Context: an optimization exercise on an open-source flow, tuned for small area and a short achievable clock period. The choices shown serve that exercise and are no tape-out recipe. Only simulation tests tie the RTL to the original design; equivalence was not proved.

==> module sub_array, before the edit <==
module sub_array (
    input  wire         clk,
    input  wire         rst,
    input  wire [1:0]   dataflow_sel,
    input  wire         stationary_sel,
    input  wire [63:0]  array_ifmap_in,
    input  wire [63:0]  array_weight_in,
    input  wire [127:0] array_psum_in_v,
    input  wire [127:0] array_psum_in_h,
    output wire [63:0]  array_ifmap_out,
    output wire [63:0]  array_weight_out,
    output wire [127:0] psum_s,          
    output wire [27:0]  psum_g,          
    output wire [127:0] array_psum_out_h
);
    wire m_os  = (dataflow_sel == 2'b10);
    wire m_clr = (dataflow_sel == 2'b11);
    wire m_mac = ~dataflow_sel[1];
    wire ld_x0 = (dataflow_sel == 2'b00);
    reg [3:0] v0, v2;
    reg       lbv, acc_ok;
    reg [2:1] pv;
    wire [3:0] v0i = {v0[2:0], 1'b1};    
    wire [3:0] v2i = {v2[2:0], 1'b1};    
    wire lbv_n = lbv | stationary_sel;
    always @(posedge clk or posedge rst) begin
        if (rst) begin
            v0 <= 4'd0;
            v2 <= 4'd0;
            lbv <= 1'b0;
            acc_ok <= 1'b0;
            pv <= 2'd0;
        end else begin
            v0 <= {4{m_os}} & v0i;
            v2 <= {4{~m_clr}} & v2i;
            lbv <= lbv_n;
            acc_ok <= m_mac & lbv;
            pv <= {2{m_mac}} & {pv[1], 1'b1};
        end
    end
    reg  [255:0] d0;             
    reg  [255:0] d2;             
    reg  [255:0] lb;             
    wire [255:0] x0, x2;         
    wire [255:0] lbn;            
    always @(posedge clk) begin
        d0 <= x0;
        d2 <= x2;
        lb <= lbn;
    end
    wire sum_ok   = m_mac & lbv;
    wire sel_keep = sum_ok & ~stationary_sel;
    wire sel_load = sum_ok & stationary_sel;
    wire sel_lb   = ~sum_ok;
    genvar r, c;
    generate
        for (r = 0; r < 4; r = r + 1) begin: row
            for (c = 0; c < 4; c = c + 1) begin: col
                if (c == 0) begin: w0
                    assign x0[16*(4*(r)+(c)) +: 16] = array_ifmap_in[16*r +: 16];
                end else begin: wn
                    assign x0[16*(4*(r)+(c)) +: 16] = d0[16*(4*(r)+(c-1)) +: 16];
                end
                if (r == 0) begin: n0
                    assign x2[16*(4*(r)+(c)) +: 16] = array_weight_in[16*c +: 16];
                end else begin: nn
                    assign x2[16*(4*(r)+(c)) +: 16] = d2[16*(4*(r-1)+(c)) +: 16];
                end
                wire ld_zero = ld_x0 ? ~v0i[c] : ~v2i[r];
                assign lbn[16*(4*(r)+(c)) +: 16] = stationary_sel ?
                    ((ld_x0 ? x0[16*(4*(r)+(c)) +: 16] : x2[16*(4*(r)+(c)) +: 16]) & {16{~ld_zero}}) :
                    lb[16*(4*(r)+(c)) +: 16];
            end
        end
        for (c = 0; c < 4; c = c + 1) begin: pcol
            reg  [15:0] a1;              
            reg  [16:0] a2;              
            reg  [17:0] s3;              
            reg  [31:0] pd1, pd2, pd3;   
            reg  [31:0] os;              
            reg  [6:0]  og;              
            wire [16:0] a2n = (acc_ok ? {1'b0, a1} : 17'd0) + {1'b0, lb[16*(4*(1)+(c)) +: 16]};
            wire [17:0] s3n = (acc_ok ? {1'b0, a2} : 18'd0) + {2'b0, lb[16*(4*(2)+(c)) +: 16]};
            wire [15:0] x0_3 = x0[16*(4*(3)+(c)) +: 16] & {16{v0i[c]}};
            wire [15:0] x2_3 = x2[16*(4*(3)+(c)) +: 16] & {16{v2[2]}};
            wire [17:0] s_keep = s3n + {2'b0, lb[16*(4*(3)+(c)) +: 16]};
            wire [17:0] s_load = s3n + {2'b0, ld_x0 ? x0_3 : x2_3};
            wire [17:0] s3m = ({18{sel_keep}} & s_keep) | ({18{sel_load}} & s_load) |
                              ({18{sel_lb}} & {2'b0, lbn[16*(4*(3)+(c)) +: 16]});
            wire s3_ok = ~m_clr & v2[1] & lbv_n;
            wire [31:0] ms;
            wire [6:0]  mg;
            mac_cs u_mac (.a(d2[16*(4*(2)+(c)) +: 16]), .b(s3), .p(pd3), .s(ms), .g(mg));
            always @(posedge clk) begin
                a1  <= lb[16*(4*(0)+(c)) +: 16];
                a2  <= a2n;
                s3  <= s3m & {18{s3_ok}};
                pd1 <= array_psum_in_v[32*c +: 32];
                pd2 <= pd1;
                pd3 <= pd2 & {32{m_mac & pv[2]}};
            end
            always @(posedge clk or posedge rst) begin
                if (rst) begin
                    os <= 32'd0;
                    og <= 7'd0;
                end else begin
                    os <= ms & {32{m_mac}};
                    og <= mg & {7{m_mac}};
                end
            end
            assign psum_s[32*c +: 32] = os;
            assign psum_g[7*c +: 7] = og;
            assign array_weight_out[16*c +: 16] = d2[16*(4*(3)+(c)) +: 16] & {16{v2[3]}};
        end
        for (r = 0; r < 4; r = r + 1) begin: orow
            assign array_ifmap_out[16*r +: 16] = d0[16*(4*(r)+(3)) +: 16] & {16{v0[3]}};
        end
    endgenerate
    assign array_psum_out_h = array_psum_in_h;
endmodule
==> flow/config.mk <==
export PLATFORM = sky130hd
export DESIGN_NAME = resa_subarray
export DESIGN_NICKNAME = resa_subarray
export VERILOG_FILES = /design/flow/design.v
export SDC_FILE = /design/flow/constraint.sdc
export NUM_CORES = 4
export LEC_CHECK = 0
export CAP_MARGIN = 20
export CORE_MARGIN = 2
export CORE_UTILIZATION = 60
export PLACE_DENSITY = 0.68
export SETUP_SLACK_MARGIN = 5.0
export SLEW_MARGIN = 20
export SYNTH_HIERARCHICAL = 1
==> flow/constraint.sdc <==
create_clock -name core_clock -period 10.0 [get_ports {clk}]
set_input_delay 2.0000 -clock core_clock [delete_from_list [all_inputs] [get_ports {clk}]]
set_output_delay 2.0000 -clock core_clock [all_outputs]
set_load 0.01 [all_outputs]
run.sh (not shown) runs the stock make flow with config.mk's settings and CLKGATE_MAP_FILE= SYNTH_SCRIPT=/design/flow/synth_recipe.tcl, a recipe that flattens the netlist after the stock synthesis.
Rerun with:
--- a/flow/design.v
+++ b/flow/design.v
@@ -923,9 +923,9 @@
     wire m_clr = (dataflow_sel == 2'b11);
     wire m_mac = ~dataflow_sel[1];
     wire ld_x0 = (dataflow_sel == 2'b00);
     reg [3:0] v0, v2;
-    reg       lbv, acc_ok;
+    reg       lbv;
     reg [2:1] pv;
     wire [3:0] v0i = {v0[2:0], 1'b1};    
     wire [3:0] v2i = {v2[2:0], 1'b1};    
     wire lbv_n = lbv | stationary_sel;
@@ -933,15 +933,13 @@
         if (rst) begin
             v0 <= 4'd0;
             v2 <= 4'd0;
             lbv <= 1'b0;
-            acc_ok <= 1'b0;
             pv <= 2'd0;
         end else begin
             v0 <= {4{m_os}} & v0i;
             v2 <= {4{~m_clr}} & v2i;
             lbv <= lbv_n;
-            acc_ok <= m_mac & lbv;
             pv <= {2{m_mac}} & {pv[1], 1'b1};
         end
     end
     reg  [255:0] d0;             
@@ -984,10 +982,10 @@
             reg  [17:0] s3;              
             reg  [31:0] pd1, pd2, pd3;   
             reg  [31:0] os;              
             reg  [6:0]  og;              
-            wire [16:0] a2n = (acc_ok ? {1'b0, a1} : 17'd0) + {1'b0, lb[16*(4*(1)+(c)) +: 16]};
-            wire [17:0] s3n = (acc_ok ? {1'b0, a2} : 18'd0) + {2'b0, lb[16*(4*(2)+(c)) +: 16]};
+            wire [16:0] a2n = a1 + lb[16*(4*(1)+(c)) +: 16];
+            wire [17:0] s3n = a2 + lb[16*(4*(2)+(c)) +: 16];
             wire [15:0] x0_3 = x0[16*(4*(3)+(c)) +: 16] & {16{v0i[c]}};
             wire [15:0] x2_3 = x2[16*(4*(3)+(c)) +: 16] & {16{v2[2]}};
             wire [17:0] s_keep = s3n + {2'b0, lb[16*(4*(3)+(c)) +: 16]};
             wire [17:0] s_load = s3n + {2'b0, ld_x0 ? x0_3 : x2_3};
@@ -997,10 +995,10 @@
             wire [31:0] ms;
             wire [6:0]  mg;
             mac_cs u_mac (.a(d2[16*(4*(2)+(c)) +: 16]), .b(s3), .p(pd3), .s(ms), .g(mg));
             always @(posedge clk) begin
-                a1  <= lb[16*(4*(0)+(c)) +: 16];
-                a2  <= a2n;
+                a1  <= lb[16*(4*(0)+(c)) +: 16] & {16{sum_ok}};
+                a2  <= a2n & {17{sum_ok}};
                 s3  <= s3m & {18{s3_ok}};
                 pd1 <= array_psum_in_v[32*c +: 32];
                 pd2 <= pd1;
                 pd3 <= pd2 & {32{m_mac & pv[2]}};
After rerunning:
- count of clock-buffer cells in the layout shrinks by 13
- routed wire length stays flat
- cell count went up by 0.54%
- via count went up by 0.46%
- area after synthesis came out higher by 0.39%

[what the ideal ports hide]
How much do the figures lean on ideal ports? The routed layouts below were timed once more, with nothing changed but the port constraints.
Step 1 (the two cells are an assumption about what drives the block):
set clk [get_ports {clk}]
set_driving_cell -lib_cell sky130_fd_sc_hd__clkbuf_16 $clk
set_driving_cell -lib_cell sky130_fd_sc_hd__buf_2 [delete_from_list [all_inputs] $clk]
Step 2 moves the port delays by t, midway between the first and last clock arrival at a register: inputs arrive t later, outputs are due t later. That takes back most of the time a late clock gives input paths.
a / b / c = ideal ports / drivers / drivers and shift; a / b = the first two.
run | shift t [ns] | setup WS [ns] | worst hold slack (ns) | worst slew at a driven data input, ns | pins driven straight from the clock port
the first run | 0.856 | 5.039 / 4.977 / 4.262 | 0.323 / 0.323 / 0.323 | 0.21 | 1
the second run | 0.881 | 5.053 / 4.963 / 4.181 | 0.321 / 0.321 / 0.321 | 0.23 | 1
After both steps setup and hold are still met in every run listed. For the second run, which loses most, drivers alone change the setup slack by -0.090 ns; drivers and shift together by -0.872 ns.
